Source: an optimization exercise on an open RTL-to-GDS flow (aim: small area, a short achievable clock period and few clock cycles per item). Production flows keep margins and buffers that such runs may drop. Only simulation tests tie the RTL to the original design; equivalence was not proved. Power and IR drop assume default switching activity.

==> design/flow/design.v <==
module register_file #(
    parameter DATA_WIDTH = 32,
    parameter NUM_REGS   = 16
)(
    input                       clk,
    input                       rst_n,
    input                       wr_req,
    input   [3:0]               wr_sel,
    input   [DATA_WIDTH-1:0]    wr_data,
    input   [DATA_WIDTH/8-1:0]  wr_strb,
    output reg                  wr_done,
    input                       rd_req,
    input   [3:0]               rd_sel,
    output  [DATA_WIDTH-1:0]    rd_data,
    output reg                  rd_done
);
    reg [DATA_WIDTH*NUM_REGS-1:0] regs;
    reg [3:0]                     rd_sel_q;
    integer r, b;
    always @(posedge clk or negedge rst_n) begin
        if (!rst_n) begin
            regs    <= {DATA_WIDTH*NUM_REGS{1'b0}};
            wr_done <= 1'b0;
            rd_done <= 1'b0;
        end else begin
            wr_done <= wr_req;
            rd_done <= rd_req;
            for (r = 0; r < NUM_REGS; r = r + 1)
                for (b = 0; b < DATA_WIDTH/8; b = b + 1)
                    if (wr_req && wr_sel == r && wr_strb[b])
                        regs[r*DATA_WIDTH + 8*b +: 8] <= wr_data[8*b +: 8];
        end
    end
    always @(posedge clk)
        rd_sel_q <= rd_sel;
    assign rd_data = regs[rd_sel_q*DATA_WIDTH +: DATA_WIDTH];
endmodule
module axi_system_top #
(
    parameter ADDR_WIDTH = 32,
    parameter DATA_WIDTH = 32,
    parameter NUM_REGS   = 16
)
(
    input                       aclk,
    input                       aresetn,
    input                       m_wr_req,
    input   [ADDR_WIDTH-1:0]    m_wr_addr,
    input   [DATA_WIDTH-1:0]    m_wr_data,
    input   [DATA_WIDTH/8-1:0]  m_wr_strb,
    output                      m_wr_done,
    output  [1:0]               m_wr_resp,
    input                       m_rd_req,
    input   [ADDR_WIDTH-1:0]    m_rd_addr,
    output  [DATA_WIDTH-1:0]    m_rd_data,
    output                      m_rd_done,
    output  [1:0]               m_rd_resp
);
    register_file #(
        .DATA_WIDTH (DATA_WIDTH),
        .NUM_REGS   (NUM_REGS)
    ) u_regs (
        .clk     (aclk),
        .rst_n   (aresetn),
        .wr_req  (m_wr_req),
        .wr_sel  (m_wr_addr[5:2]),
        .wr_data (m_wr_data),
        .wr_strb (m_wr_strb),
        .wr_done (m_wr_done),
        .rd_req  (m_rd_req),
        .rd_sel  (m_rd_addr[5:2]),
        .rd_data (m_rd_data),
        .rd_done (m_rd_done)
    );
    assign m_wr_resp = 2'b00;
    assign m_rd_resp = 2'b00;
endmodule
==> design/flow/run.sh <==
#!/bin/bash
# synth_recipe.tcl (not shown) runs the flow's synth.tcl, then flattens the netlist and writes it again
# the make line also repeats each setting of config.mk as NAME=value (left out here)
make -C /OpenROAD-flow-scripts/flow DESIGN_CONFIG=/design/flow/config.mk WORK_HOME=/design/flow/orfs CLKGATE_MAP_FILE= SYNTH_SCRIPT=/design/flow/synth_recipe.tcl finish
==> design/flow/config.mk <==
export PLATFORM = sky130hd
export DESIGN_NAME = axi_system_top
export DESIGN_NICKNAME = axi_system_top
export VERILOG_FILES = /design/flow/design.v
export SDC_FILE = /design/flow/constraint.sdc
export NUM_CORES = 4
export LEC_CHECK = 0
export CAP_MARGIN = 20
export CORE_MARGIN = 2
export CORE_UTILIZATION = 40
export SLEW_MARGIN = 20
==> design/flow/constraint.sdc <==
create_clock -name core_clock -period 4.0 [get_ports {aclk}]
set_input_delay 0.8000 -clock core_clock [delete_from_list [all_inputs] [get_ports {aclk}]]
set_output_delay 0.8000 -clock core_clock [all_outputs]
set_load 0.01 [all_outputs]
==> results of run 1 <==
-- where the power goes --
part	switching [uW]	total, uW	internal (uW)
clock	2070	5100	3030
sequential	483	6740	6250
combinational	849	2300	1450
-- cell usage in the layout (no fill, tap or decap) --
cell / n
dfrtp_1: 514
mux2_2: 482
mux4_2: 128
clkdlybuf4s50_1: 80
a22oi_1: 64
clkbuf_16: 58
buf_4: 40
nand2_1: 32
mux2_1: 30
nor2_4: 26
nor2_2: 19
nand2_2: 18
clkbuf_8: 18
buf_12: 17
clkbuf_1: 15
nand2b_1: 4
nor2b_1: 4
nor2_8: 4
conb_1: 4
clkinv_2: 4
nand4bb_1: 3
nand4b_1: 3
and4bb_2: 3
nor2b_4: 2
nand2_4: 2
dfxtp_4: 2
dfxtp_1: 2
diode_2: 1
and2_2: 1
nand4_4: 1
or4b_1: 1
nor4b_4: 1
bufinv_16: 1
clkinv_8: 1
buf_8: 1
-- cell usage after synthesis --
| cell type | instances |
|---|---|
| mux2_2 | 482 |
| nor2_8 | 4 |
| nand4b_1 | 3 |
| buf_6 | 3 |
| buf_2 | 15 |
| mux2_1 | 30 |
| nand2_1 | 32 |
| mux4_2 | 128 |
| nor2_2 | 19 |
| and4bb_2 | 3 |
| nor2_1 | 1 |
| or4b_1 | 1 |
| nand2_4 | 2 |
| nand4_4 | 1 |
| nand4bb_1 | 3 |
| nor2b_1 | 6 |
| nor4b_4 | 1 |
| dfrtp_1 | 514 |
| nand2_2 | 18 |
| a22oi_1 | 64 |
| buf_4 | 19 |
| buf_1 | 6 |
| clkbuf_2 | 1 |
| conb_1 | 1 |
| nor2_4 | 25 |
| dfxtp_1 | 4 |
| nand2b_1 | 4 |
| and2_1 | 1 |
| clkbuf_1 | 58 |
-- stage by stage --
step | setup slack, ps | area (sq um)
final | 279 | 27300
after global routing | 160 | 27300
after CTS | 75.3 | 27200
after detailed placement | 492 | 25400
after global placement | 530 | 25400
after floorplan | 1660 | 23500
-- flip-flops by register name, indices dropped and copies added, names as in the netlist --
name             count
u_regs.rd_sel_q      4
u_regs.wr_done       1
u_regs.regs        512
u_regs.rd_done       1
-- area by class of cell --
class / instances / area share (%)
sequential: 518 / 47.4
clock inverter: 6 / 0.243
multi-input combinational: 832 / 37.1
antenna: 1 / 0.00916
tap: 765 / 3.50
clock buffer: 91 / 6.43
timing repair buffer: 138 / 5.33
-- per-layer routing --
metal	up-vias	track usage, %	part of all wire, %
met5	-	0	0
met4	0	5.42	2.3
met3	68	2.89	3.9
met2	224	29.8	48
met1	7091	26.3	46
li1	5630	-	-
-- how the worst max path moves through the flow --
| stage | endpoint | slack [ps] | cells past startpoint |
|---|---|---|---|
| 2_1_floorplan | m_rd_data[10] | 1660 | 5 |
| 3_5_place_dp | u_regs.regs[435]$_DFFE_PN0P_ | 490 | 6 |
| 4_1_cts | m_rd_data[14] | 80 | 6 |
| 6_report | m_rd_data[13] | 280 | 5 |
| 3_3_place_gp | u_regs.regs[433]$_DFFE_PN0P_ | 530 | 6 |
| 5_1_grt | m_rd_data[13] | 160 | 5 |
-- worst max-delay path, stage by stage (launching register included) --
cell	delay [ps]
dfxtp_4	560
buf_12	360
mux4_2	360
a22oi_1	380
nand2_1	130
clkdlybuf4s50_1	490
-- kinds of logic after synthesis --
| logic type | count (synthesis) | share of synthesized area (%) |
|---|---|---|
| compound gates | 64 | 2.04 |
| buf+inv | 102 | 2.11 |
| flops | 518 | 55.0 |
| mux | 640 | 36.8 |
| other cells | 1 | 0.0159 |
| simple gates | 124 | 4.08 |
-- what timing repair did --
action,CTS,global route
setup buffers,0,7
gates resized for setup,0,0
hold endpoints to repair,0,0
endpoints found under the setup margin,0,2
==> results.cfg, run 1 <==
[run_status]
status = complete, no violations

[worst_hold_path]
hp-class = primary input to async pin

[layout]
fin_nets = 1650
seq_area_sq_mm = 0.0129
multi_input_area_sq_mm = 0.0101
area_growth_pct = 16.1
fin_cells = 2351
num-fill-cells = 5061
utilization_pct = 47.2
layout-drive-gt1-share_pct = 52.3

[clocking]
cts_buffers = 56
cts_buffer_depth = 3
path_clk_slew_ps = 60
cts_tree = built
ctsHoldBuffers = 0
htreeDepth = 2
cts_num_sinks = 518
clkLatencyLatePin_ps = 600
clockRootBuffer = clkbuf_16

[global_route]
antenna_found_initial = 0
grt_max_degree = 103
grt_pass1_vias = 13938
groute.usage.overall_pct = 18.6
grt-ovfl-total = 0
grt_pass1_wl_microns = 85500

[logic_synthesis]
ys_seq_area_share_pct = 55.0
netlist_area_sq_mm = 0.0235
ys_seq_elements = 518
netlist_instances = 1449
ys_top_cells_by_area = dfrtp_1, mux2_2, mux4_2, a22oi_1, mux2_1
yosys_warnings = 1
yosys.area.top_type = dfrtp_1
synth_top_area_share_pct = 54.7
syn_avg_cell_area_sq_um = 16.2
ys_types = 29

[setup_path]
r2r_slack_ps = 3210
ff2ff_path_depth = 1
critPathLaunch = u_regs.rd_sel_q[1]$_DFF_P_
cp_data_arrival_time_ps = 2920
path_class = register to output port
required_ps = 3200
critPathLaunchType = register
timing.rr.end = u_regs.regs[125]$_DFFE_PN0P_
endpoint_kind = output port
regToRegStartpoint = u_regs.regs[125]$_DFFE_PN0P_
cp_max_fo = 48

[routing]
vias = 13013
post_drt_wl_per_cell_microns = 23.5
ant_nets = 0
drcViolationCount = 0
wl_microns = 55200
viasPerCell = 5.54
first_pass_iters = 5
first_iter_violations = 589

[placed_design]
port_buffers = 81
dp_hpwl_microns = 34600
gp_congestion = 0.715
dp_cells = 2246

[sta]
finalCriticalPeriod_ps = 3720
slew_violations = 0
hold_violations = 0
rsz0062_at_grt = false
setup_viol = 0
relSlewSlack_pct = 43.4
fmax_mhz = 269
tns_ps = 0
finalHoldWorstSlack_ps = 249
worst_pin_slew_ps = 849
post-route-period-util_pct = 93.0
fin_skew_ps = 0

[power]
design_power_total_uw = 14100
cellLeakagePower_uw = 0.0119
power_density_mw_per_mm2 = 518
vdd_ir_drop_max_v = 0.000353

[floorplan]
io_pins = 142
start_util_pct = 40.6
chipHeight_microns = 247
placementRows = 88
die_area_sq_mm = 0.0608
core_sq_mm = 0.0579
die_x_microns = 247

[job]
cap_violations = 0
Testbench counts, summed over its fixed seeds: cycles 6,168, items 8,192.
==> run 2: changes to the inputs <==
--- a/design/flow/design.v
+++ b/design/flow/design.v
@@ -11,29 +11,51 @@
     output reg                  wr_done,
     input                       rd_req,
     input   [3:0]               rd_sel,
-    output  [DATA_WIDTH-1:0]    rd_data,
+    output reg [DATA_WIDTH-1:0] rd_data,
     output reg                  rd_done
 );
+    localparam NB = DATA_WIDTH/8;
     reg [DATA_WIDTH*NUM_REGS-1:0] regs;
-    reg [3:0]                     rd_sel_q;
+    reg [NUM_REGS-1:0]            valid;
+    wire [DATA_WIDTH-1:0] wr_data_m;
+    genvar g;
+    generate
+        for (g = 0; g < NB; g = g + 1) begin : g_m
+            assign wr_data_m[8*g +: 8] = wr_data[8*g +: 8] & {8{wr_strb[g]}};
+        end
+    endgenerate
+    reg [NUM_REGS-1:0] wr_hit;
+    reg [NUM_REGS-1:0] rd_hit;
     integer r, b;
+    always @(*)
+        for (r = 0; r < NUM_REGS; r = r + 1) begin
+            wr_hit[r] = wr_req && wr_sel == r;
+            rd_hit[r] = rd_sel == r && valid[r];
+        end
     always @(posedge clk or negedge rst_n) begin
         if (!rst_n) begin
-            regs    <= {DATA_WIDTH*NUM_REGS{1'b0}};
+            valid   <= {NUM_REGS{1'b0}};
             wr_done <= 1'b0;
             rd_done <= 1'b0;
         end else begin
+            valid   <= valid | wr_hit;
             wr_done <= wr_req;
             rd_done <= rd_req;
-            for (r = 0; r < NUM_REGS; r = r + 1)
-                for (b = 0; b < DATA_WIDTH/8; b = b + 1)
-                    if (wr_req && wr_sel == r && wr_strb[b])
-                        regs[r*DATA_WIDTH + 8*b +: 8] <= wr_data[8*b +: 8];
         end
     end
     always @(posedge clk)
-        rd_sel_q <= rd_sel;
-    assign rd_data = regs[rd_sel_q*DATA_WIDTH +: DATA_WIDTH];
+        for (r = 0; r < NUM_REGS; r = r + 1)
+            for (b = 0; b < NB; b = b + 1)
+                if (wr_hit[r] && (wr_strb[b] || !valid[r]))
+                    regs[r*DATA_WIDTH + 8*b +: 8] <= wr_data_m[8*b +: 8];
+    reg [DATA_WIDTH-1:0] rd_next;
+    always @(*) begin
+        rd_next = {DATA_WIDTH{1'b0}};
+        for (r = 0; r < NUM_REGS; r = r + 1)
+            rd_next = rd_next | (regs[r*DATA_WIDTH +: DATA_WIDTH] & {DATA_WIDTH{rd_hit[r]}});
+    end
+    always @(posedge clk)
+        rd_data <= rd_next;
 endmodule
 module axi_system_top #
 (
--- a/design/flow/config.mk
+++ b/design/flow/config.mk
@@ -7,5 +7,6 @@
 export LEC_CHECK = 0
 export CAP_MARGIN = 20
 export CORE_MARGIN = 2
-export CORE_UTILIZATION = 40
+export CORE_UTILIZATION = 60
+export SETUP_SLACK_MARGIN = 2.0
 export SLEW_MARGIN = 20
==> results.cfg, run 2 <==
[run_status]
status = complete, no violations

[setup_path]
endpoint_kind = register
required_ps = 4270
critPathLaunchType = primary input
cp_data_arrival_time_ps = 2250
ff2ff_path_depth = 6
cp_max_fo = 8
path_class = primary input to register
r2r_slack_ps = 2100

[logic_synthesis]
ys.flop_type = edfxtp_1
yosys_warnings = 1
synth.most_common_cell = edfxtp_1
synth-edff-count = 512
synth_top_family_by_area = compound AO/OA/AOI/OAI gates
yosys.area.top_type = edfxtp_1
ys_types = 31
syn_avg_cell_area_sq_um = 17.7
synth_top_area_share_pct = 75.2
ys_top_cells_by_area = edfxtp_1, a22oi_1, dfxtp_1, a22o_1, dfrtp_1
synth_compound_area_share_pct = 12.6
ys_top_cells_by_count = edfxtp_1, a22oi_1, a21oi_1
muxShareOfSynthArea_pct = 0
synth-simple-area-share_pct = 5.32
ys_seq_elements = 562
netlist_instances = 1158
ys_seq_area_share_pct = 80.5
synth_fa_ha_area_share_pct = 0
async_flop_share_pct = 3.20
synth_xor_area_share_pct = 0
netlist_area_sq_mm = 0.0204

[clocking]
cts_num_sinks = 562
cts_tree = built
ctsHoldBuffers = 0
cts_buffer_depth = 3
clkLatencyLatePin_ps = 560
htreeDepth = 2
clockRootBuffer = clkbuf_16
path_clk_slew_ps = 60
cts_buffers = 53

[sta]
slew_violations = 0
post-route-period-util_pct = 49.4
fin_ws_ps = 2030
relSlewSlack_pct = 37.5
finalCriticalPeriod_ps = 1970
fin_skew_ps = 13.3
hold_violations = 0
setup_viol = 0
tns_ps = 0
fmax_mhz = 506
rsz0062_at_grt = true
worst_pin_slew_ps = 934

[routing]
ant_nets = 0
post_drt_wl_per_cell_microns = 26.9
wl_microns = 49400
first_pass_iters = 5
drcViolationCount = 0
viasPerCell = 6.33
vias = 11613
first_iter_violations = 1187

[floorplan]
placementRows = 67
io_pins = 142
chipHeight_microns = 189
die_x_microns = 189
core_sq_mm = 0.0335
start_util_pct = 61.0
die_area_sq_mm = 0.0356

[placed_design]
gp_congestion = 0.987
pre_cts_ws_ps = 652
dp_hpwl_microns = 29700
port_buffers = 81

[power]
p_comb_share_pct = 6.6
power_density_mw_per_mm2 = 494
vdd_ir_drop_max_v = 0.000427
intPower_uw = 9590
cellLeakagePower_uw = 0.00813
design_power_total_uw = 12200
p_switching_uw = 2600
p_clk_share_pct = 38.6
switching_share_pct = 21.3
pwr-share-seq_pct = 54.8

[worst_hold_path]
hold-path-cell-count = 2
hp-class = register to register

[layout]
area_growth_pct = 20.7
seq_area_sq_mm = 0.0165
top_register = u_regs.regs
final_cell_mix = edfxtp_1, a22oi_1, buf_4
fin_nets = 1447
largest_reg_flops = 512
top_regs = u_regs.regs: 512 flops, u_regs.rd_data: 32 flops, u_regs.valid: 16 flops
num-fill-cells = 2089
layout-drive-gt1-share_pct = 18.4
utilization_pct = 73.6
final_common_cell = edfxtp_1
multi_input_area_sq_mm = 0.00405

[global_route]
antenna_found_initial = 3
grt-ovfl-total = 0
grtUsageMet1_pct = 40.2
met2_usage_pct = 44.8
groute.usage.overall_pct = 28.1
grtUsageMet3_pct = 4.12
busiest_layer = met2
grt_pass1_wl_microns = 72900
grt_max_degree = 33
grt_pass1_vias = 11617

[job]
cap_violations = 0
run 2: power groups by stage:
stage	sequential [uW]	combinational, uW	clock [uW]
floorplan	6770	374	0
global placement	6790	763	0
detailed placement	6790	778	0
CTS	6670	799	4770
global route	6680	862	5020
finish	6680	804	4700
run 2: cells by family after synthesis:
| logic type | after synthesis |
|---|---|
| compound gates | 353 |
| buf+inv | 77 |
| flops | 562 |
| other cells | 1 |
| simple gates | 165 |
run 2: routing by layer:
metal	wire, microns	vias up
met5	13	-
met4	1830	2
met3	3440	111
met2	23500	484
met1	20600	5867
li1	-	5149
run 2: per-stage QoR:
| stage | instance area (sq um) | cells | hold WS (ps) |
|---|---|---|---|
| 5_1_grt | 24700 | 1832 | 511 |
| 4_1_cts | 24600 | 1829 | 485 |
| 3_3_place_gp | 22400 | 1698 | 466 |
| 6_report | 24700 | 1834 | 482 |
| 2_1_floorplan | 20700 | 1161 | 444 |
| 3_5_place_dp | 22400 | 1698 | 471 |
run 2: worst paths after layout:
path / start / to
worst max-delay path: m_wr_req / u_regs.regs[279]$_DFFE_PP_
worst min-delay path: u_regs.regs[44]$_DFFE_PP_ / u_regs.rd_data[12]$_DFF_P_
worst max register to register: u_regs.valid[11]$_DFF_PN0_ / u_regs.rd_data[0]$_DFF_P_
worst min register to register: u_regs.regs[44]$_DFFE_PP_ / u_regs.rd_data[12]$_DFF_P_
max in group asynchronous: aresetn / u_regs.valid[9]$_DFF_PN0_
min in group asynchronous: aresetn / u_regs.rd_done$_DFF_PN0_
run 2: cell type report:
cell class                      instances  area share [%]
Antenna cell                            2          0.0203
Clock buffer                           82            6.26
Clock inverter                         14           0.365
Inverter                                4           0.122
Multi-Input combinational cell        523            16.4
Sequential cell                       562            66.7
Tap cell                              448            2.27
Timing Repair Buffer                  199            7.81
run 2: critical path, stage by stage:
cell and delay [ps]:
dlygate4sd2_1 310, nor2b_4 230, nor2b_4 270, nand2_2 260, a21oi_4 220, buf_12 150
run 2: timing repair:
action	CTS	global route
resized for setup	94	23
pin swaps	3	4
endpoints found under the setup margin	578	154
cloned	1	0
setup buffers	34	3
Testbench counts of run 2, summed over its fixed seeds: cycles 6,168, items 8,192.
==> run 3: changes to the inputs <==
--- a/design/flow/config.mk
+++ b/design/flow/config.mk
@@ -8,5 +8,5 @@
 export CAP_MARGIN = 20
 export CORE_MARGIN = 2
 export CORE_UTILIZATION = 60
-export SETUP_SLACK_MARGIN = 2.0
+export SETUP_SLACK_MARGIN = 2.5
 export SLEW_MARGIN = 20
==> results.cfg, run 3 <==
[global_route]
grt_pass1_wl_microns = 82200
antenna_found_initial = 0
grt_max_degree = 33
grt-ovfl-total = 0
groute.usage.overall_pct = 31.9
grt_pass1_vias = 12708

[layout]
stdcell_area_sq_mm = 0.0273
area_growth_pct = 33.5
final_cell_mix = edfxtp_1, a22oi_1, buf_12
diodes = 0
fin_nets = 1515
top_register = u_regs.regs
top_regs = u_regs.regs: 512 flops, u_regs.rd_data: 32 flops, u_regs.valid: 16 flops
final_common_cell = edfxtp_1
utilization_pct = 81.4
largest_reg_flops = 512
layout-drive-gt1-share_pct = 36.2

[logic_synthesis]
ys.flop_type = edfxtp_1
netlist_area_sq_mm = 0.0204
syn_avg_cell_area_sq_um = 17.7
async_flop_share_pct = 3.20
yosys.area.top_type = edfxtp_1
ys_top_cells_by_area = edfxtp_1, a22oi_1, dfxtp_1, a22o_1, dfrtp_1
ys_types = 31
ys_top_cells_by_count = edfxtp_1, a22oi_1, a21oi_1
synth_top_area_share_pct = 75.2
synth-edff-count = 512
ys_seq_area_share_pct = 80.5
netlist_instances = 1158
ys_seq_elements = 562
synth.most_common_cell = edfxtp_1
yosys_warnings = 1

[clocking]
clockRootBuffer = clkbuf_16
path_clk_slew_ps = 70
htreeDepth = 2
cts_tree = built
cts_buffer_depth = 3
cts_num_sinks = 562
cts_buffers = 53
clkLatencyLatePin_ps = 590

[routing]
drcViolationCount = 0
first_iter_violations = 1619
post_drt_wl_per_cell_microns = 30.4
wl_microns = 57700
vias = 12568
ant_nets = 0
first_pass_iters = 6
viasPerCell = 6.61

[setup_path]
worst-path-buf-inv = 4
slowest_delay_ps = 250
regToRegStartpoint = u_regs.valid[11]$_DFF_PN0_
endpoint_kind = register
critPathLaunch = m_rd_addr[2]
timing.rr.end = u_regs.rd_data[17]$_DFF_P_
critPathTopFamily = simple AND/OR/NAND/NOR gates
crit_path_top_delay_cell = and3b_2
path_class = primary input to register
ff2ff_path_depth = 6
critPathLaunchType = primary input
cp_data_arrival_time_ps = 2390
r2r_slack_ps = 2040
crit_top_cell = and3b_2
required_ps = 4420
cp_max_fo = 8
crit_chain = buf_8, buf_6, and3b_2, and3b_2, buf_12, buf_16, a22oi_2, and4_1, nand4_1
crit_path_end = u_regs.rd_data[17]$_DFF_P_
cp.depth = 9

[power]
power_density_mw_per_mm2 = 465
p_clk_share_pct = 38.0
intPower_uw = 9840
pwr-share-seq_pct = 52.9
switching_share_pct = 22.5
vdd_ir_drop_max_v = 0.000380
cellLeakagePower_uw = 0.00885
p_comb_share_pct = 9.1
p_switching_uw = 2860

[sta]
post-route-period-util_pct = 49.2
rsz0062_at_grt = true
fmax_mhz = 508
fin_ws_ps = 2030
fin_skew_ps = 17.2
worst_pin_slew_ps = 961
slew_violations = 0
tns_ps = 0
hold_violations = 0
relSlewSlack_pct = 35.8
finalCriticalPeriod_ps = 1970
setup_viol = 0

[placed_design]
port_buffers = 81
placed_area_sq_mm = 0.0227
dp_hpwl_microns = 30300
pre_cts_ws_ps = 575
gp_congestion = 0.901

[floorplan]
io_pins = 142
die_area_sq_mm = 0.0356
die_x_microns = 189
chipHeight_microns = 189
placementRows = 67
start_util_pct = 61.0
core_sq_mm = 0.0335

[worst_hold_path]
hp-class = primary input to async pin

[run_status]
status = complete, no violations

[job]
cap_violations = 0
run 3: cell type report:
class                      count  area [sq um]
sequential                   562         16500
fill                        1562          6240
multi-input combinational    522          5040
timing repair buffer         268          3470
clock buffer                  86          1590
tap                          448           561
clock inverter                11          78.8
inverter                       4          30.0
run 3: worst min path at each step:
stage,startpoint,end,slack [ps],depth (start not counted)
2_1_floorplan,u_regs.regs[477]$_DFFE_PP_,u_regs.rd_data[29]$_DFF_P_,440,2
3_3_place_gp,u_regs.regs[33]$_DFFE_PP_,u_regs.rd_data[1]$_DFF_P_,470,2
3_5_place_dp,u_regs.regs[36]$_DFFE_PP_,u_regs.rd_data[4]$_DFF_P_,470,2
4_1_cts,m_wr_req,u_regs.wr_done$_DFF_PN0_,360,1
5_1_grt,m_wr_req,u_regs.wr_done$_DFF_PN0_,430,2
6_report,aresetn,u_regs.valid[2]$_DFF_PN0_,360,1
run 3: cells by family after synthesis:
logic type	share of synthesized area, %
AND/OR/NAND/NOR	5.32
buffers and inverters	1.54
other	0.0183
flip-flops	80.5
AO/OA/AOI/OAI	12.6
run 3: repair_timing:
| action | CTS | global route |
|---|---|---|
| gates resized for setup | 396 | 65 |
| gates cloned | 3 | 1 |
| setup buffers | 117 | 22 |
| endpoints found under the hold margin | 0 | 0 |
| setup endpoints to repair | 1106 | 752 |
| hold buffers | 0 | 0 |
| pin swaps | 89 | 25 |
run 3: per-stage QoR:
step	instances	total power, uW	hold WS [ps]
floorplan	1161	7230	444
global placement	1661	7620	469
detailed placement	1661	7640	472
CTS	1878	12500	360
global route	1901	13000	432
finish	1901	12700	362
run 3: metal layers:
metal | track usage (%) | share of wire (%)
met4 | 16.2 | 4.5
met2 | 51.1 | 49
met1 | 42.6 | 39
met3 | 5.62 | 7.7
met5 | 0 | 0
run 3: worst register-to-register path: stages (launching register included):
cell	delay (ps)
dfrtp_2	440
and2_4	190
buf_16	170
a22o_1	280
a22oi_1	310
and4_1	280
nand4_1	140
run 3: power groups by stage:
stage / Combinational, uW / Sequential (uW) / Clock (uW)
3_5_place_dp: 810 / 6830 / 0
2_1_floorplan: 424 / 6810 / 0
6_report: 1160 / 6710 / 4830
3_3_place_gp: 799 / 6830 / 0
4_1_cts: 1040 / 6690 / 4820
5_1_grt: 1200 / 6720 / 5110
==> run 4: changes to the inputs <==
--- a/design/flow/config.mk
+++ b/design/flow/config.mk
@@ -7,6 +7,6 @@
 export LEC_CHECK = 0
 export CAP_MARGIN = 20
 export CORE_MARGIN = 2
-export CORE_UTILIZATION = 60
+export CORE_UTILIZATION = 75
 export SETUP_SLACK_MARGIN = 2.5
 export SLEW_MARGIN = 20
==> results.cfg, run 4 <==
[run_status]
status = stopped before the end
lastStage = 4_1_cts
error = [ERROR DPL-0038] Utilization greater than 100%, impossible to legalize

[clocking]
cts_buffers = 51
cts_setup_buffers = 137
ctsHoldBuffers = 0
cts_num_sinks = 562
cts_buffer_depth = 3
htreeDepth = 2
clockRootBuffer = clkbuf_16
cts-resized-gates = 428

[placed_design]
port_buffers = 81
placed_area_sq_mm = 0.0226
dp_hpwl_microns = 30500
gp_congestion = 0.972

[floorplan]
start_util_pct = 76.1
die_x_microns = 169
placementRows = 60
io_pins = 142
chipHeight_microns = 169

[logic_synthesis]
yosys.area.top_type = edfxtp_1
synth-edff-count = 512
ys_seq_area_share_pct = 80.5
ys_types = 31
netlist_area_sq_mm = 0.0204
netlist_instances = 1158
synth_top_area_share_pct = 75.2
ys_top_cells_by_area = edfxtp_1, a22oi_1, dfxtp_1, a22o_1, dfrtp_1
yosys_warnings = 1
ys.flop_type = edfxtp_1
syn_avg_cell_area_sq_um = 17.7
ys_top_cells_by_count = edfxtp_1, a22oi_1, a21oi_1
synth.most_common_cell = edfxtp_1
async_flop_share_pct = 3.20
ys_seq_elements = 562
==> run 4: kinds of logic after synthesis <==
family / Yosys count / share of synthesized area, %
compound gates: 353 / 12.6
buf+inv: 77 / 1.54
flops: 562 / 80.5
other cells: 1 / 0.0183
simple gates: 165 / 5.32
==> run 4: how the worst max path moves through the flow <==
| stage | start | endpoint | slack [ps] | depth (start not counted) |
|---|---|---|---|---|
| global placement | m_wr_addr[2] | u_regs.regs[186]$_DFFE_PP_ | 760 | 4 |
| detailed placement | m_wr_addr[2] | u_regs.regs[185]$_DFFE_PP_ | 690 | 4 |
| floorplan | m_rd_addr[2] | u_regs.rd_data[10]$_DFF_P_ | 2040 | 7 |
==> run 4: stage by stage <==
stage	hold slack, ps	worst slack (ps)	cells	total power (uW)	util [%]
floorplan	444	2040	1161	7230	-
global placement	466	759	1554	7600	83.9
detailed placement	475	687	1554	7630	83.9
==> run 4: power by group through the flow <==
stage               registers [uW]  logic, uW  clock network, uW
detailed placement            6820        810                  0
floorplan                     6810        424                  0
global placement              6810        784                  0
==> run 5: changes to the inputs <==
--- a/design/flow/config.mk
+++ b/design/flow/config.mk
@@ -7,6 +7,6 @@
 export LEC_CHECK = 0
 export CAP_MARGIN = 20
 export CORE_MARGIN = 2
-export CORE_UTILIZATION = 75
-export SETUP_SLACK_MARGIN = 2.5
+export CORE_UTILIZATION = 40
+export SETUP_SLACK_MARGIN = 1.5
 export SLEW_MARGIN = 20
==> results.cfg, run 5 <==
[floorplan]
placementRows = 82
core_sq_mm = 0.0503
chipHeight_microns = 230
die_x_microns = 230
io_pins = 142
die_area_sq_mm = 0.0529
start_util_pct = 40.7

[placed_design]
port_buffers = 81
dp_hpwl_microns = 32000
gp_congestion = 0.919

[layout]
final_cell_mix = edfxtp_1, a22oi_1, buf_4
final_common_cell = edfxtp_1
top_regs = u_regs.regs: 512 flops, u_regs.rd_data: 32 flops, u_regs.valid: 16 flops
area_growth_pct = 19.9
fin_nets = 1431
layout-drive-gt1-share_pct = 14.9
largest_reg_flops = 512
top_register = u_regs.regs

[clocking]
ctsHoldBuffers = 0
cts_buffer_depth = 3
cts_num_sinks = 562
clockRootBuffer = clkbuf_16
clkLatencyLatePin_ps = 590
path_clk_slew_ps = 60
cts_buffers = 55
cts_tree = built
htreeDepth = 2

[logic_synthesis]
ys.flop_type = edfxtp_1
synth.most_common_cell = edfxtp_1
ys_top_cells_by_area = edfxtp_1, a22oi_1, dfxtp_1, a22o_1, dfrtp_1
ys_seq_area_share_pct = 80.5
synth_top_area_share_pct = 75.2
ys_seq_elements = 562
yosys_warnings = 1
netlist_instances = 1158
ys_types = 31
ys_top_cells_by_count = edfxtp_1, a22oi_1, a21oi_1
yosys.area.top_type = edfxtp_1
synth-edff-count = 512
syn_avg_cell_area_sq_um = 17.7
netlist_area_sq_mm = 0.0204
async_flop_share_pct = 3.20

[setup_path]
critPathTopFamily = simple AND/OR/NAND/NOR gates
cp_max_fo = 8
worst-path-buf-inv = 2
crit_chain = clkdlybuf4s50_1, nor2b_2, nor2b_1, nand2_1, a21oi_2, buf_4
critPathLaunchType = primary input
regToRegStartpoint = u_regs.valid[8]$_DFF_PN0_
slowest_delay_ps = 590
endpoint_kind = register
crit_path_top_delay_cell = clkdlybuf4s50_1
critPathLaunch = m_wr_req
path_class = primary input to register
cp_data_arrival_time_ps = 2700
required_ps = 4280
r2r_slack_ps = 2050

[sta]
fmax_mhz = 414
rsz0062_at_grt = false
finalCriticalPeriod_ps = 2420
finalHoldWorstSlack_ps = 493
setup_viol = 0
fin_skew_ps = 13.9
tns_ps = 0
slew_violations = 0
relSlewSlack_pct = 33.4
post-route-period-util_pct = 60.4
worst_pin_slew_ps = 996
hold_violations = 0

[worst_hold_path]
hp-class = register to register
hold_path.startpoint = u_regs.regs[47]$_DFFE_PP_

[global_route]
antenna_found_initial = 3
grt_pass1_wl_microns = 76100
groute.usage.overall_pct = 19.6
grt_max_degree = 23
grt_pass1_vias = 11684
grt-ovfl-total = 0

[routing]
wl_met3_microns = 4290
m1WireLength_microns = 22000
first_iter_violations = 1166
wl_met2_microns = 24200
routed.top_layer = met4
vias = 11649
first_pass_iters = 6
drcViolationCount = 0
post_drt_wl_per_cell_microns = 25.7
wl_microns = 52600
ant_nets = 0
viasPerCell = 5.69

[power]
power_density_mw_per_mm2 = 517
cellLeakagePower_uw = 0.00797
vdd_ir_drop_max_v = 0.000356

[job]
cap_violations = 0

[run_status]
status = complete, no violations
-- run 5: cell counts after synthesis --
No cell type changed its count.
-- run 5: cell type report --
type | instances | area [sq um]
clock buffer | 74 | 1550
antenna | 2 | 5.00
clock inverter | 29 | 294
inverter | 4 | 15.0
timing repair buffer | 180 | 1570
tap | 672 | 841
sequential | 562 | 16500
fill | 4236 | 25800
multi-input combinational | 524 | 3780
-- run 5: logic make-up after synthesis --
family | synth area share [%]
buffers and inverters | 1.54
AND/OR/NAND/NOR | 5.32
AO/OA/AOI/OAI | 12.6
flip-flops | 80.5
other | 0.0183
-- run 5: power by group --
part	leakage [uW]	internal (uW)	total [uW]	switching, uW
Sequential	0.00515	6550	6660	103
Clock	0.000907	3100	5210	2120
Combinational	0.00191	328	797	469
-- run 5: worst paths after layout --
kind | to | depth (start not counted)
worst max-delay path | u_regs.regs[12]$_DFFE_PP_ | 6
max in group asynchronous | u_regs.rd_done$_DFF_PN0_ | 1
min in group asynchronous | u_regs.valid[13]$_DFF_PN0_ | 1
worst min register to register | u_regs.rd_data[15]$_DFF_P_ | 2
worst max register to register | u_regs.rd_data[30]$_DFF_P_ | 5
worst min-delay path | u_regs.rd_data[15]$_DFF_P_ | 2
-- run 5: tightest hold or removal path, cell delays in order, from the launching register on --
cell	delay (ps)
edfxtp_1	320
a22oi_1	60
nand4_1	80
-- run 5: repair_timing --
| action | CTS | global route |
|---|---|---|
| setup endpoints to repair | 40 | 33 |
| cloned | 1 | 1 |
| gates resized for setup | 7 | 6 |
| buffers inserted | 0 | 0 |
| pin swaps | 0 | 1 |
-- run 5: metal layers --
| metal | vias to the layer above | track usage (%) |
|---|---|---|
| met5 | - | 0 |
| met3 | 118 | 3.51 |
| met4 | 0 | 8.19 |
| li1 | 5129 | - |
| met1 | 5877 | 27.2 |
| met2 | 525 | 30.6 |
-- run 5: metrics by stage --
stage	util, %	instance area [sq um]	std cells	setup slack [ps]	power (uW)
3_5_place_dp	45.0	22600	1940	538	7560
3_3_place_gp	45.0	22600	1940	542	7550
6_report	48.8	24500	2047	1580	12700
2_1_floorplan	-	20500	1161	1700	7120
5_1_grt	48.8	24500	2045	1560	13000
4_1_cts	48.7	24500	2044	1500	12700
==> run 6: changes to the inputs <==
--- a/design/flow/config.mk
+++ b/design/flow/config.mk
@@ -8,5 +8,4 @@
 export CAP_MARGIN = 20
 export CORE_MARGIN = 2
 export CORE_UTILIZATION = 40
-export SETUP_SLACK_MARGIN = 1.5
 export SLEW_MARGIN = 20
==> results.cfg, run 6 <==
[floorplan]
core_sq_mm = 0.0503
io_pins = 142
die_area_sq_mm = 0.0529
start_util_pct = 40.7
placementRows = 82
die_x_microns = 230
chipHeight_microns = 230

[logic_synthesis]
synth-edff-count = 512
ys_top_cells_by_count = edfxtp_1, a22oi_1, a21oi_1
synth-simple-area-share_pct = 5.32
netlist_instances = 1158
ys_seq_area_share_pct = 80.5
ys.flop_type = edfxtp_1
ys_top_cells_by_area = edfxtp_1, a22oi_1, dfxtp_1, a22o_1, dfrtp_1
ys_types = 31
synth_top_family_by_area = compound AO/OA/AOI/OAI gates
synth_top_area_share_pct = 75.2
syn_avg_cell_area_sq_um = 17.7
ys_seq_elements = 562
synth_xor_area_share_pct = 0
async_flop_share_pct = 3.20
yosys_warnings = 1
muxShareOfSynthArea_pct = 0
netlist_area_sq_mm = 0.0204
synth.most_common_cell = edfxtp_1
synth_compound_area_share_pct = 12.6
yosys.area.top_type = edfxtp_1
synth_fa_ha_area_share_pct = 0

[setup_path]
worst-path-buf-inv = 2
ff2ff_path_depth = 4
crit_chain = clkdlybuf4s50_1, nor2_1, and4bb_1, buf_4, a22oi_1, nand4_1
path_class = primary input to register
critPathLaunchType = primary input
cp_max_fo = 16
r2r_slack_ps = 1810
critPathTopFamily = simple AND/OR/NAND/NOR gates
required_ps = 4510
slowest_delay_ps = 920
crit_path_top_delay_cell = and4bb_1
endpoint_kind = register
cp_data_arrival_time_ps = 3400
cp.depth = 6

[sta]
slew_violations = 0
post-route-period-util_pct = 72.2
finalHoldWorstSlack_ps = 493
worst_pin_slew_ps = 1030
rsz0062_at_grt = false
fmax_mhz = 346
finalCriticalPeriod_ps = 2890
fin_skew_ps = 13.9
hold_violations = 0
relSlewSlack_pct = 31.2
fin_ws_ps = 1110
setup_viol = 0
tns_ps = 0

[routing]
first_iter_violations = 1148
vias = 11559
viasPerCell = 5.66
drcViolationCount = 0
first_pass_iters = 5
wl_microns = 51800
ant_nets = 0
post_drt_wl_per_cell_microns = 25.4

[run_status]
status = complete, no violations

[global_route]
grt_max_degree = 33
grt_pass1_vias = 11620
grt-ovfl-total = 0
antenna_found_initial = 1
groute.usage.overall_pct = 19.4
grt_pass1_wl_microns = 75500

[layout]
area_growth_pct = 19.6
final_cell_mix = edfxtp_1, a22oi_1, buf_4
fin_nets = 1429
multi_input_area_sq_mm = 0.00373
num-fill-cells = 4248
layout-drive-gt1-share_pct = 14.2
stdcell_area_sq_mm = 0.0245
final_common_cell = edfxtp_1
seq_area_sq_mm = 0.0165
top_regs = u_regs.regs: 512 flops, u_regs.rd_data: 32 flops, u_regs.valid: 16 flops
largest_reg_flops = 512
top_register = u_regs.regs

[clocking]
cts_buffers = 55
cts_buffer_depth = 3
cts_tree = built
ctsHoldBuffers = 0
cts_num_sinks = 562
path_clk_slew_ps = 60
clkLatencyLatePin_ps = 590
cts-resized-gates = 0
cts_setup_buffers = 0
clockRootBuffer = clkbuf_16
htreeDepth = 2

[placed_design]
port_buffers = 81
gp_congestion = 0.919
pre_cts_ws_ps = 538
placed_area_sq_mm = 0.0226
dp_hpwl_microns = 32000

[power]
vdd_ir_drop_max_v = 0.000357
cellLeakagePower_uw = 0.00793
design_power_total_uw = 12600
power_density_mw_per_mm2 = 517

[worst_hold_path]
hold-path-cell-count = 2
hp-class = register to register

[job]
cap_violations = 0
-- run 6: cell count changes in the layout (fill, tap and decap cells not counted), moves of 2 or more --
cell / before / now
a21oi_1: 62 / 65
a21oi_2: 3 / 0
clkdlybuf4s50_1: 77 / 81
dlygate4sd2_1: 2 / 0
dlymetal6s2s_1: 2 / 0
-- run 6: per-layer routing --
| metal | vias to the layer above | wire length [microns] | GRT usage [%] |
|---|---|---|---|
| met5 | - | 13 | 0 |
| met1 | 5846 | 22200 | 27.2 |
| met2 | 480 | 24400 | 30.9 |
| met3 | 108 | 3670 | 3.27 |
| met4 | 2 | 1590 | 6.77 |
| li1 | 5123 | - | - |
-- run 6: tightest hold or removal path: cells and delay by family (launching register included) --
kind | cells | cell delay, ps
and+or+nand+nor | 1 | 80
AOI/OAI and AO/OA | 1 | 60
DFF | 1 | 320
-- run 6: cells by family (layout without fill, tap and decap cells) --
kind of cell	count (synthesis)	in the layout
buffers and inverters	77	287
AOI/OAI and AO/OA	353	353
and+or+nand+nor	165	165
other	1	5
DFF	562	562
-- run 6: worst paths after layout --
kind | endpoint | startpoint
max | u_regs.rd_data[14]$_DFF_P_ | m_rd_addr[5]
min | u_regs.rd_data[15]$_DFF_P_ | u_regs.regs[47]$_DFFE_PP_
max reg2reg | u_regs.rd_data[14]$_DFF_P_ | u_regs.valid[0]$_DFF_PN0_
min reg2reg | u_regs.rd_data[15]$_DFF_P_ | u_regs.regs[47]$_DFFE_PP_
max in group asynchronous | u_regs.rd_done$_DFF_PN0_ | aresetn
min in group asynchronous | u_regs.valid[13]$_DFF_PN0_ | aresetn
-- run 6: report_power, final --
group          internal [uW]  leakage, uW  total, uW  switching (uW)
Sequential              6550      0.00515       6650             100
Clock                   3100     0.000907       5210            2120
Combinational            325      0.00188        784             459
-- run 6: area by class of cell --
| cell class | instances | share of cell area (%) |
|---|---|---|
| well taps | 672 | 3.44 |
| inverters | 4 | 0.0614 |
| flip-flops and latches | 562 | 67.3 |
| clock buffers | 74 | 6.34 |
| clock inverters | 29 | 1.20 |
| diodes | 1 | 0.0102 |
| repair buffers | 180 | 6.40 |
| multi-input cells | 522 | 15.2 |
-- run 6: metrics by stage --
stage	utilization, %	instances
after floorplan	-	1161
after global placement	45.0	1940
after detailed placement	45.0	1940
after CTS	48.7	2043
after global routing	48.7	2043
final	48.7	2044
==> run 7: changes to the inputs <==
--- a/design/flow/config.mk
+++ b/design/flow/config.mk
@@ -7,5 +7,8 @@
 export LEC_CHECK = 0
 export CAP_MARGIN = 20
 export CORE_MARGIN = 2
-export CORE_UTILIZATION = 40
+export CORE_UTILIZATION = 60
+export CTS_CLUSTER_DIAMETER = 80
+export CTS_CLUSTER_SIZE = 30
+export SETUP_SLACK_MARGIN = 2.0
 export SLEW_MARGIN = 20
==> results.cfg, run 7 <==
[global_route]
grtUsageMet1_pct = 39.8
met2_usage_pct = 43.6
grtUsageMet3_pct = 3.61
grt_max_degree = 33
busiest_layer = met2
grt-ovfl-total = 0
groute.usage.overall_pct = 27.3
grt_pass1_wl_microns = 70900
grt_pass1_vias = 11134
antenna_found_initial = 3

[routing]
ant_nets = 0
first_iter_violations = 1226
post_drt_wl_per_cell_microns = 27.1
vias = 11423
wl_microns = 48400
drcViolationCount = 0
first_pass_iters = 5
viasPerCell = 6.41

[power]
p_comb_share_pct = 7.8
vdd_ir_drop_max_v = 0.000347
cellLeakagePower_uw = 0.00766
pwr-share-seq_pct = 64.7
switching_share_pct = 22.2
p_switching_uw = 2290
intPower_uw = 8030
power_density_mw_per_mm2 = 434
p_clk_share_pct = 27.6

[setup_path]
cp_max_fo = 8
endpoint_kind = register
critPathLaunchType = primary input
crit_path_top_delay_cell = dlygate4sd2_1
crit_chain = dlygate4sd2_1, nor2b_2, nand3_1, a21oi_1, buf_4
slowest_delay_ps = 440
required_ps = 4280
ff2ff_path_depth = 6
path_class = primary input to register
cp_data_arrival_time_ps = 2260

[floorplan]
core_sq_mm = 0.0335
chipHeight_microns = 189
start_util_pct = 61.0
die_x_microns = 189
die_area_sq_mm = 0.0356
io_pins = 142
placementRows = 67

[layout]
final_cell_mix = edfxtp_1, a22oi_1, buf_4
num-fill-cells = 2168
final_common_cell = edfxtp_1
seq_area_sq_mm = 0.0165
top_regs = u_regs.regs: 512 flops, u_regs.rd_data: 32 flops, u_regs.valid: 16 flops
largest_reg_flops = 512
area_growth_pct = 16.2
multi_input_area_sq_mm = 0.00408
top_register = u_regs.regs
layout-drive-gt1-share_pct = 17.1
fin_nets = 1420

[worst_hold_path]
hold-path-cell-count = 2
hp-class = register to register

[sta]
worst_pin_slew_ps = 895
fin_skew_ps = 15.9
setup_viol = 0
finalCriticalPeriod_ps = 1990
finalHoldWorstSlack_ps = 493
post-route-period-util_pct = 49.7
slew_violations = 0
tns_ps = 0
relSlewSlack_pct = 40.2
hold_violations = 0
rsz0062_at_grt = true
fmax_mhz = 503

[clocking]
cts_buffer_depth = 3
cts_tree = built
cts_buffers = 23
clockRootBuffer = clkbuf_16
clkLatencyLatePin_ps = 580
htreeDepth = 1
cts_num_sinks = 562
path_clk_slew_ps = 100
ctsHoldBuffers = 0

[logic_synthesis]
netlist_instances = 1158
yosys.area.top_type = edfxtp_1
yosys_warnings = 1
synth_top_area_share_pct = 75.2
netlist_area_sq_mm = 0.0204
ys_top_cells_by_area = edfxtp_1, a22oi_1, dfxtp_1, a22o_1, dfrtp_1
ys_seq_elements = 562
ys.flop_type = edfxtp_1
async_flop_share_pct = 3.20
ys_types = 31
synth-edff-count = 512
ys_seq_area_share_pct = 80.5
synth.most_common_cell = edfxtp_1
syn_avg_cell_area_sq_um = 17.7
ys_top_cells_by_count = edfxtp_1, a22oi_1, a21oi_1

[placed_design]
dp_hpwl_microns = 29700
gp_congestion = 0.987
port_buffers = 81

[run_status]
status = complete, no violations

[job]
cap_violations = 0
run 7: changes by cell type in the layout (fill, tap and decap cells not counted), sizes merged, moves of 2 or more:
cell,before,now
bufinv,6,0
clkbuf,74,44
dlygate4sd2,0,17
clkinvlp,2,4
buf,99,122
clkdlybuf4s50,81,34
clkdlybuf4s15,0,20
clkinv,21,2
run 7: cell families (layout without fill, tap and decap cells):
| logic type | after synthesis | in the layout | synth area share, % |
|---|---|---|---|
| and+or+nand+nor | 165 | 166 | 5.32 |
| AOI/OAI and AO/OA | 353 | 353 | 12.6 |
| buffers and inverters | 77 | 247 | 1.54 |
| DFF | 562 | 562 | 80.5 |
| other | 1 | 6 | 0.0183 |
run 7: per-stage QoR:
stage	total power [uW]	worst slack [ps]	std cells	cell area [sq um]	utilization, %
2_1_floorplan	7150	1900	1161	20700	-
3_3_place_gp	7550	734	1698	22400	66.8
3_5_place_dp	7570	652	1698	22400	66.8
4_1_cts	10300	2000	1774	23700	70.6
5_1_grt	10600	1970	1780	23800	70.8
6_report	10300	2010	1782	23800	70.9
run 7: what timing repair did:
item	4_1_cts	5_1_grt
pin swaps	5	3
buffers inserted	34	6
gates resized for setup	105	40
gates cloned	1	0
endpoints found under the setup margin	578	160
run 7: final timing paths:
check / slack [ps] / end / startpoint
max: 2010 / u_regs.regs[179]$_DFFE_PP_ / m_wr_addr[2]
min reg2reg: 490 / u_regs.rd_data[25]$_DFF_P_ / u_regs.regs[25]$_DFFE_PP_
min: 490 / u_regs.rd_data[25]$_DFF_P_ / u_regs.regs[25]$_DFFE_PP_
max in group asynchronous: 2670 / u_regs.valid[9]$_DFF_PN0_ / aresetn
max reg2reg: 2030 / u_regs.rd_data[2]$_DFF_P_ / u_regs.valid[8]$_DFF_PN0_
min in group asynchronous: 720 / u_regs.rd_done$_DFF_PN0_ / aresetn
run 7: routing by layer:
layer / up-vias / share of wire (%)
met1: 5798 / 42
met3: 101 / 6.7
met2: 460 / 47
met5: - / 0.027
met4: 2 / 3.9
li1: 5062 / -
run 7: critical path, delay by kind of cell:
family                 cells  cell delay, ps
buffers and inverters      2             680
AND/OR/NAND/NOR            2             570
AO/OA/AOI/OAI              1             220
run 7: cell type report:
| cell class | count | share of cell area (%) |
|---|---|---|
| multi-input cells | 523 | 17.2 |
| diodes | 2 | 0.0211 |
| clock inverters | 5 | 0.184 |
| repair buffers | 202 | 8.10 |
| inverters | 4 | 0.126 |
| clock buffers | 36 | 2.72 |
| flip-flops and latches | 562 | 69.3 |
| well taps | 448 | 2.36 |
run 7: power groups by stage:
stage	sequential, uW	clock [uW]	combinational (uW)
3_5_place_dp	6790	0	778
5_1_grt	6680	3090	860
6_report	6670	2840	801
2_1_floorplan	6770	0	374
4_1_cts	6660	2880	797
3_3_place_gp	6790	0	763
==> run 8: changes to the inputs <==
==> design/flow/flow/run.sh (new file) <==
#!/bin/bash
# The standard layout, with the resizer free to change a cell's footprint.
set -euo pipefail
bash standard.sh MATCH_CELL_FOOTPRINT=0 finish > standard.log 2>&1
==> design/flow/standard.sh (new file) <==
#!/bin/bash
# synth_recipe.tcl (not shown) runs the flow's synth.tcl, then flattens the netlist and writes it again
# the make line also repeats each setting of config.mk as NAME=value (left out here)
make -C /OpenROAD-flow-scripts/flow DESIGN_CONFIG=/design/flow/config.mk WORK_HOME=/design/flow/orfs CLKGATE_MAP_FILE= SYNTH_SCRIPT=/design/flow/synth_recipe.tcl "${@:-finish}"
removed: design/flow/run.sh
==> results.cfg, run 8 <==
[run_status]
status = complete, no violations

[power]
vdd_ir_drop_max_v = 0.000354
design_power_total_uw = 10300
power_density_mw_per_mm2 = 435
cellLeakagePower_uw = 0.00806

[clocking]
cts_tree = built
path_clk_slew_ps = 110
cts_buffer_depth = 3
htreeDepth = 1
clockRootBuffer = clkbuf_16
ctsHoldBuffers = 0
cts_buffers = 23
clkLatencyLatePin_ps = 570
cts_num_sinks = 562

[logic_synthesis]
ys_top_cells_by_area = edfxtp_1, a22oi_1, dfxtp_1, a22o_1, dfrtp_1
ys_types = 31
async_flop_share_pct = 3.20
syn_avg_cell_area_sq_um = 17.7
ys_seq_elements = 562
yosys.area.top_type = edfxtp_1
synth-edff-count = 512
ys.flop_type = edfxtp_1
netlist_instances = 1158
ys_seq_area_share_pct = 80.5
synth.most_common_cell = edfxtp_1
ys_top_cells_by_count = edfxtp_1, a22oi_1, a21oi_1
synth_top_area_share_pct = 75.2
yosys_warnings = 1
netlist_area_sq_mm = 0.0204

[floorplan]
placementRows = 67
die_x_microns = 189
core_sq_mm = 0.0335
start_util_pct = 61.0
io_pins = 142
die_area_sq_mm = 0.0356
chipHeight_microns = 189

[sta]
setup_viol = 0
worst_pin_slew_ps = 908
finalCriticalPeriod_ps = 1990
slew_violations = 0
hold_violations = 0
post-route-period-util_pct = 49.6
rsz0062_at_grt = true
tns_ps = 0
fin_skew_ps = 12.6
finalHoldWorstSlack_ps = 486
fmax_mhz = 504
relSlewSlack_pct = 39.3

[global_route]
grt_pass1_wl_microns = 71000
groute.usage.overall_pct = 27.3
antenna_found_initial = 3
grt_max_degree = 33
grt-ovfl-total = 0
grt_pass1_vias = 11086

[setup_path]
cp_max_fo = 8
regToRegStartpoint = u_regs.valid[8]$_DFF_PN0_
critPathLaunchType = register
ff2ff_path_depth = 6
required_ps = 4430
critPathLaunch = u_regs.valid[8]$_DFF_PN0_
timing.rr.end = u_regs.rd_data[2]$_DFF_P_
path_class = register to register
r2r_slack_ps = 2010
endpoint_kind = register
crit_path_end = u_regs.rd_data[2]$_DFF_P_
cp_data_arrival_time_ps = 2420

[routing]
drcViolationCount = 0
post_drt_wl_per_cell_microns = 27.4
first_pass_iters = 7
first_iter_violations = 1195
vias = 11391
viasPerCell = 6.45
wl_microns = 48400
ant_nets = 0

[placed_design]
port_buffers = 81
dp_hpwl_microns = 29700
placed_area_sq_mm = 0.0224
gp_congestion = 0.987

[layout]
seq_area_sq_mm = 0.0165
layout-drive-gt1-share_pct = 14.5
stdcell_area_sq_mm = 0.0237
largest_reg_flops = 512
final_common_cell = edfxtp_1
top_regs = u_regs.regs: 512 flops, u_regs.rd_data: 32 flops, u_regs.valid: 16 flops
num-fill-cells = 2157
final_cell_mix = edfxtp_1, a22oi_1, buf_4
top_register = u_regs.regs
multi_input_area_sq_mm = 0.00404
fin_nets = 1405
area_growth_pct = 16.0

[worst_hold_path]
hp-class = primary input to register

[job]
cap_violations = 0
==> run 8: cell counts after synthesis <==
No cell type changed its count.
==> run 8: critical path, stage by stage (launching register included) <==
cell and delay (ps):
dfrtp_1 650, nor2b_4 250, buf_4 180, a22o_1 190
a22oi_1 160, nand4_1 170, nand4b_1 240
==> run 8: final cells by class <==
cell class | count | area share [%]
Inverter | 4 | 0.127
Clock inverter | 5 | 0.185
Timing Repair Buffer | 187 | 8.12
Multi-Input combinational cell | 523 | 17.0
Clock buffer | 36 | 2.72
Tap cell | 448 | 2.36
Antenna cell | 2 | 0.0211
Sequential cell | 562 | 69.4
==> run 8: metal layers <==
layer	up-vias	global-route usage, %	wire, microns
li1	5037	-	-
met1	5802	40.1	20300
met2	466	43.8	23200
met3	84	3.17	3320
met4	2	8.59	1560
met5	-	0	13
==> run 8: timing repair <==
action,in CTS,in global routing
setup endpoints to repair,578,111
buffers inserted,23,2
gates resized for setup,77,7
gates cloned,1,0
pin swaps,1,1
==> run 8: worst min path at each step <==
stage	startpoint	cells past startpoint	to
finish	m_wr_req	1	u_regs.wr_done$_DFF_PN0_
global route	m_wr_req	1	u_regs.wr_done$_DFF_PN0_
CTS	m_wr_req	1	u_regs.wr_done$_DFF_PN0_
detailed placement	u_regs.regs[52]$_DFFE_PP_	2	u_regs.rd_data[20]$_DFF_P_
global placement	u_regs.regs[59]$_DFFE_PP_	2	u_regs.rd_data[27]$_DFF_P_
floorplan	u_regs.regs[477]$_DFFE_PP_	2	u_regs.rd_data[29]$_DFF_P_
==> run 8: stage by stage <==
stage               std cells  util [%]  setup slack (ps)
CTS                      1763      70.6              2010
global route             1765      70.7              1980
global placement         1698      66.8               734
floorplan                1161         -              1900
finish                   1767      70.7              2010
detailed placement       1698      66.8               652
==> run 8: where the power goes <==
group	leakage, uW	switching [uW]	internal, uW
combinational	0.00258	476	343
sequential	0.00515	117	6540
clock	0.000334	1690	1150
==> run 8: cells by family after synthesis <==
kind of cell	count (synthesis)	share of synthesized area, %
DFF	562	80.5
AOI/OAI and AO/OA	353	12.6
and+or+nand+nor	165	5.32
buffers and inverters	77	1.54
other	1	0.0183
==> run 9: changes to the inputs <==
--- a/design/flow/config.mk
+++ b/design/flow/config.mk
@@ -10,5 +10,5 @@
 export CORE_UTILIZATION = 60
 export CTS_CLUSTER_DIAMETER = 80
 export CTS_CLUSTER_SIZE = 30
-export SETUP_SLACK_MARGIN = 2.0
+export SETUP_SLACK_MARGIN = 2.2
 export SLEW_MARGIN = 20
==> results.cfg, run 9 <==
[routing]
drcViolationCount = 0
post_drt_wl_per_cell_microns = 30.8
wl_microns = 56700
vias = 12349
ant_nets = 0
viasPerCell = 6.71
first_pass_iters = 5
first_iter_violations = 1488

[global_route]
met2_usage_pct = 50.7
antenna_found_initial = 1
groute.usage.overall_pct = 31.2
grt_max_degree = 32
grt_pass1_wl_microns = 79900
grt-ovfl-total = 0
grtUsageMet3_pct = 3.97
grt_pass1_vias = 12249
busiest_layer = met2
grtUsageMet1_pct = 43.2

[logic_synthesis]
ys_seq_area_share_pct = 80.5
ys.flop_type = edfxtp_1
async_flop_share_pct = 3.20
ys_top_cells_by_count = edfxtp_1, a22oi_1, a21oi_1
yosys_warnings = 1
netlist_area_sq_mm = 0.0204
syn_avg_cell_area_sq_um = 17.7
ys_seq_elements = 562
yosys.area.top_type = edfxtp_1
synth.most_common_cell = edfxtp_1
netlist_instances = 1158
synth_top_area_share_pct = 75.2
synth-edff-count = 512
ys_types = 31
ys_top_cells_by_area = edfxtp_1, a22oi_1, dfxtp_1, a22o_1, dfrtp_1

[sta]
worst_pin_slew_ps = 963
post-route-period-util_pct = 47.5
hold_violations = 0
relSlewSlack_pct = 35.6
finalCriticalPeriod_ps = 1900
fin_ws_ps = 2100
tns_ps = 0
fmax_mhz = 526
setup_viol = 0
fin_skew_ps = 33.2
slew_violations = 0
rsz0062_at_grt = true

[floorplan]
die_area_sq_mm = 0.0356
die_x_microns = 189
chipHeight_microns = 189
io_pins = 142
start_util_pct = 61.0
placementRows = 67
core_sq_mm = 0.0335

[setup_path]
worst-path-buf-inv = 1
cp_data_arrival_time_ps = 1100
critPathLaunch = u_regs.wr_done$_DFF_PN0_
crit_path_top_delay_cell = dfrtp_1
regToRegStartpoint = u_regs.valid[2]$_DFF_PN0_
crit_chain = clkbuf_2
cp_max_fo = 1
slowest_delay_ps = 380
critPathTopFamily = flip-flops
path_class = register to output port
required_ps = 3200
critPathLaunchType = register
endpoint_kind = output port

[layout]
utilization_pct = 77.1
fin_nets = 1478
area_growth_pct = 26.5
top_regs = u_regs.regs: 512 flops, u_regs.rd_data: 32 flops, u_regs.valid: 16 flops
final_cell_mix = edfxtp_1, a22oi_1, buf_4
largest_reg_flops = 512
num-fill-cells = 1824
multi_input_area_sq_mm = 0.00480
seq_area_sq_mm = 0.0165
fin_cells = 1840
layout-drive-gt1-share_pct = 30.0
final_common_cell = edfxtp_1
top_register = u_regs.regs

[job]
cap_violations = 0

[clocking]
cts_buffer_depth = 3
cts_num_sinks = 562
clkLatencyLatePin_ps = 600
cts_tree = built
cts_buffers = 24
htreeDepth = 1
path_clk_slew_ps = 110
clockRootBuffer = clkbuf_16
ctsHoldBuffers = 0

[power]
p_comb_share_pct = 9.6
pwr-share-seq_pct = 61.7
switching_share_pct = 23.1
p_clk_share_pct = 28.7
p_switching_uw = 2500
vdd_ir_drop_max_v = 0.000355
power_density_mw_per_mm2 = 420
intPower_uw = 8350
cellLeakagePower_uw = 0.00832
design_power_total_uw = 10900

[worst_hold_path]
hp-class = primary input to register
hold_path.startpoint = m_wr_req

[placed_design]
pre_cts_ws_ps = 481
port_buffers = 81
dp_cells = 1655
gp_congestion = 0.879
dp_hpwl_microns = 29900

[run_status]
status = complete, no violations
[run 9: layout make-up]
cell class	count	share of cell area, %
sequential	562	63.8
multi-input combinational	522	18.6
timing repair buffer	260	12.2
clock buffer	34	2.59
tap	448	2.17
clock inverter	8	0.508
inverter	4	0.102
antenna	2	0.0194
[run 9: path summary, 6_finish.rpt]
| path | end | slack, ps | cells past startpoint |
|---|---|---|---|
| setup reg to reg | u_regs.rd_data[2]$_DFF_P_ | 2170 | 5 |
| hold / removal | u_regs.wr_done$_DFF_PN0_ | 400 | 1 |
| min in group asynchronous | u_regs.wr_done$_DFF_PN0_ | 720 | 1 |
| setup / recovery | m_wr_done | 2100 | 1 |
| max in group asynchronous | u_regs.valid[12]$_DFF_PN0_ | 2620 | 1 |
| hold reg to reg | u_regs.rd_data[9]$_DFF_P_ | 490 | 2 |
[run 9: kinds of logic (layout without fill, tap and decap cells)]
kind of cell / Yosys count / in the layout / synth area share (%)
buffers and inverters: 77 / 306 / 1.54
AND/OR/NAND/NOR: 165 / 165 / 5.32
other: 1 / 6 / 0.0183
AO/OA/AOI/OAI: 353 / 353 / 12.6
flip-flops: 562 / 562 / 80.5
[run 9: power by group through the flow]
stage          combinational, uW  clock [uW]  sequential (uW)
2_1_floorplan                422           0             6810
3_3_place_gp                 797           0             6820
3_5_place_dp                 808           0             6820
4_1_cts                      907        3100             6680
5_1_grt                     1100        3320             6700
6_report                    1050        3110             6690
[run 9: stage by stage]
step           cell area (sq um)  hold WS, ps
2_1_floorplan              21400          444
3_3_place_gp               22700          467
3_5_place_dp               22700          472
4_1_cts                    25400          451
5_1_grt                    25900          383
6_report                   25900          396
[run 9: metal layers]
metal	vias up	share of wire [%]
li1	5194	-
met1	6197	38
met2	785	48
met3	173	9.4
met4	0	5.4
met5	-	0
[run 9: what timing repair did]
item / 4_1_cts / 5_1_grt
setup buffers: 115 / 18
pin swaps: 9 / 20
gates cloned: 5 / 3
resized for setup: 205 / 89
endpoints found under the setup margin: 581 / 328
==> run 10: changes to the inputs <==
--- a/design/flow/config.mk
+++ b/design/flow/config.mk
@@ -10,5 +10,5 @@
 export CORE_UTILIZATION = 60
 export CTS_CLUSTER_DIAMETER = 80
 export CTS_CLUSTER_SIZE = 30
-export SETUP_SLACK_MARGIN = 2.2
+export SETUP_SLACK_MARGIN = 2.4
 export SLEW_MARGIN = 20
==> results.cfg, run 10 <==
[layout]
stdcell_area_sq_mm = 0.0262
num-fill-cells = 1832
fin_cells = 1861
diodes = 0
top_register = u_regs.regs
fin_nets = 1499
multi_input_area_sq_mm = 0.00495
largest_reg_flops = 512
area_growth_pct = 28.2
utilization_pct = 78.2
top_regs = u_regs.regs: 512 flops, u_regs.rd_data: 32 flops, u_regs.valid: 16 flops
seq_area_sq_mm = 0.0165
final_cell_mix = edfxtp_1, a22oi_1, buf_4
final_common_cell = edfxtp_1
layout-drive-gt1-share_pct = 33.3

[sta]
fmax_mhz = 539
relSlewSlack_pct = 31.0
tns_ps = 0
setup_viol = 0
post-route-period-util_pct = 46.4
hold_violations = 0
rsz0062_at_grt = true
finalCriticalPeriod_ps = 1860
worst_pin_slew_ps = 1030
slew_violations = 0
fin_skew_ps = 32.6

[logic_synthesis]
synth_top_family_by_area = compound AO/OA/AOI/OAI gates
ys_seq_elements = 562
netlist_instances = 1158
yosys_warnings = 1
ys_top_cells_by_area = edfxtp_1, a22oi_1, dfxtp_1, a22o_1, dfrtp_1
ys_top_cells_by_count = edfxtp_1, a22oi_1, a21oi_1
synth_compound_area_share_pct = 12.6
synth.most_common_cell = edfxtp_1
synth-edff-count = 512
syn_avg_cell_area_sq_um = 17.7
ys_seq_area_share_pct = 80.5
synth_fa_ha_area_share_pct = 0
synth-simple-area-share_pct = 5.32
netlist_area_sq_mm = 0.0204
muxShareOfSynthArea_pct = 0
ys.flop_type = edfxtp_1
synth_xor_area_share_pct = 0
yosys.area.top_type = edfxtp_1
ys_types = 31
synth_top_area_share_pct = 75.2
async_flop_share_pct = 3.20

[clocking]
cts_tree = built
clockRootBuffer = clkbuf_16
path_clk_slew_ps = 100
cts_buffer_depth = 3
htreeDepth = 1
cts_buffers = 25
cts_num_sinks = 562
clkLatencyLatePin_ps = 590

[floorplan]
placementRows = 67
chipHeight_microns = 189
core_sq_mm = 0.0335
die_area_sq_mm = 0.0356
io_pins = 142
start_util_pct = 61.0
die_x_microns = 189

[power]
power_density_mw_per_mm2 = 416
cellLeakagePower_uw = 0.00843
vdd_ir_drop_max_v = 0.000485

[setup_path]
worst-path-buf-inv = 1
required_ps = 3200
crit_path_top_delay_cell = dfrtp_1
critPathLaunchType = register
endpoint_kind = output port
regToRegStartpoint = u_regs.valid[3]$_DFF_PN0_
r2r_slack_ps = 2210
timing.rr.end = u_regs.rd_data[18]$_DFF_P_
path_class = register to output port
crit_chain = clkbuf_2
ff2ff_path_depth = 7
critPathTopFamily = flip-flops
cp_data_arrival_time_ps = 1060
cp_max_fo = 1
slowest_delay_ps = 370

[global_route]
grt-ovfl-total = 0
grt_pass1_wl_microns = 80200
grt_max_degree = 33
antenna_found_initial = 0
grt_pass1_vias = 12108
groute.usage.overall_pct = 31.3

[job]
cap_violations = 0

[routing]
wl_microns = 56800
post_drt_wl_per_cell_microns = 30.5
viasPerCell = 6.69
vias = 12448
ant_nets = 0
first_pass_iters = 6
drcViolationCount = 0
first_iter_violations = 1460

[worst_hold_path]
hp-class = primary input to register
hold_path.startpoint = m_wr_req
hold-path-cell-count = 1
holdPathEnd = u_regs.wr_done$_DFF_PN0_

[placed_design]
dp_hpwl_microns = 30500
dp_cells = 1657
placed_area_sq_mm = 0.0226
gp_congestion = 0.824
port_buffers = 81

[run_status]
status = complete, no violations
## run 10: cell counts after synthesis
Identical to the previous run, type by type.
## run 10: power by group
group / internal (uW) / switching (uW) / total, uW / leakage [uW]
registers: 6560 / 89.2 / 6640 / 0.00514
clock network: 1250 / 1810 / 3060 / 0.000378
logic: 512 / 702 / 1210 / 0.00291
total: 8320 / 2600 / 10900 / 0.00843
## run 10: cells by family (layout without fill, tap and decap cells)
family | after synthesis | after routing
AOI/OAI and AO/OA | 353 | 353
and+or+nand+nor | 165 | 165
DFF | 562 | 562
buffers and inverters | 77 | 329
other | 1 | 4
## run 10: worst max-delay path by stage
stage | from | end | slack, ps | depth (start not counted)
floorplan | m_rd_addr[2] | u_regs.rd_data[10]$_DFF_P_ | 2040 | 7
global placement | m_rd_addr[5] | u_regs.rd_data[8]$_DFF_P_ | 500 | 7
detailed placement | m_rd_addr[5] | u_regs.rd_data[8]$_DFF_P_ | 480 | 7
CTS | u_regs.wr_done$_DFF_PN0_ | m_wr_done | 2130 | 1
global route | u_regs.wr_done$_DFF_PN0_ | m_wr_done | 2120 | 1
finish | u_regs.wr_done$_DFF_PN0_ | m_wr_done | 2140 | 1
## run 10: repair_timing
action,4_1_cts,5_1_grt
endpoints found under the hold margin,0,0
hold buffers,0,0
pin swaps,115,36
cloned,10,0
setup endpoints to repair,1075,507
setup buffers,112,37
resized for setup,313,62
## run 10: metal layers
metal | share of wire (%) | vias to the layer above | wire length (microns) | track usage [%]
met5 | 0 | - | 0 | 0
met4 | 4.7 | 0 | 2690 | 13.2
met3 | 8.9 | 161 | 5060 | 4.56
met2 | 47 | 762 | 26900 | 49.1
met1 | 39 | 6285 | 22200 | 44.6
li1 | - | 5240 | - | -
## run 10: layout make-up
type                       instances  share of cell area (%)
multi-input combinational        522                    18.9
inverter                           4                   0.115
clock buffer                      35                    2.57
tap                              448                    2.14
timing repair buffer             280                    12.9
clock inverter                    10                   0.463
sequential                       562                    63.0
## run 10: stage by stage
step	power (uW)	worst slack [ps]	hold WS, ps
finish	10900	2140	347
global route	11200	2120	334
CTS	10800	2130	368
detailed placement	7640	475	470
global placement	7630	495	470
floorplan	7230	2040	444
## run 10: worst reg2reg max path, cell delays in order, from the launching register on
cell and delay (ps):
dfrtp_2 450, nand2_1 130, nor4b_4 70, buf_6 150, buf_12 160, a22oi_1 280, and4_1 320, nand4_1 110

## re-timing with driven ports
In the flow no input, the clock included, has a driving cell. The finished layouts below were timed again as built, in two steps.
Step 1 assumes that a clkbuf_16 drives the clock port and a buf_2 every other input.
Step 2 times the ports against the registers' clock, not the clock port: input delays grow and output delays shrink by t, the midpoint of the rising clock arrivals with the driver on.
Slacks: ideal ports / drivers / drivers and shift; pairs: ideal ports / drivers.
run	t (ns)	setup slack, ns	hold slack, ns	worst setup path at the end	clock arrival spread, ns
run 1	0.660	0.279 / 0.223 / 0.496	0.249 / 0.241 / 0.487	input to register	0.032 / 0.032
run 2	0.611	2.026 / 1.981 / 1.405	0.482 / 0.482 / 0.482	input to register	0.015 / 0.015
run 3	0.629	2.033 / 2.034 / 1.405	0.362 / 0.335 / 0.485	input to register	0.024 / 0.024
run 5	0.644	1.583 / 1.602 / 0.958	0.493 / 0.493 / 0.493	input to register	0.019 / 0.018
run 6	0.644	1.114 / 1.138 / 0.494	0.493 / 0.493 / 0.493	input to register	0.017 / 0.018
run 7	0.622	2.013 / 1.984 / 1.362	0.493 / 0.493 / 0.493	input to register	0.017 / 0.018
run 8	0.616	2.015 / 2.015 / 1.439	0.486 / 0.449 / 0.493	input to register	0.014 / 0.014
run 9	0.633	2.100 / 2.049 / 1.493	0.396 / 0.367 / 0.494	input to register	0.034 / 0.033
run 10	0.631	2.143 / 2.087 / 1.591	0.347 / 0.356 / 0.488	input to register	0.035 / 0.034
After both steps setup and hold are still met in every run listed. For run 7, which loses most, drivers alone change the setup slack by -0.029 ns; drivers and shift together by -0.651 ns.
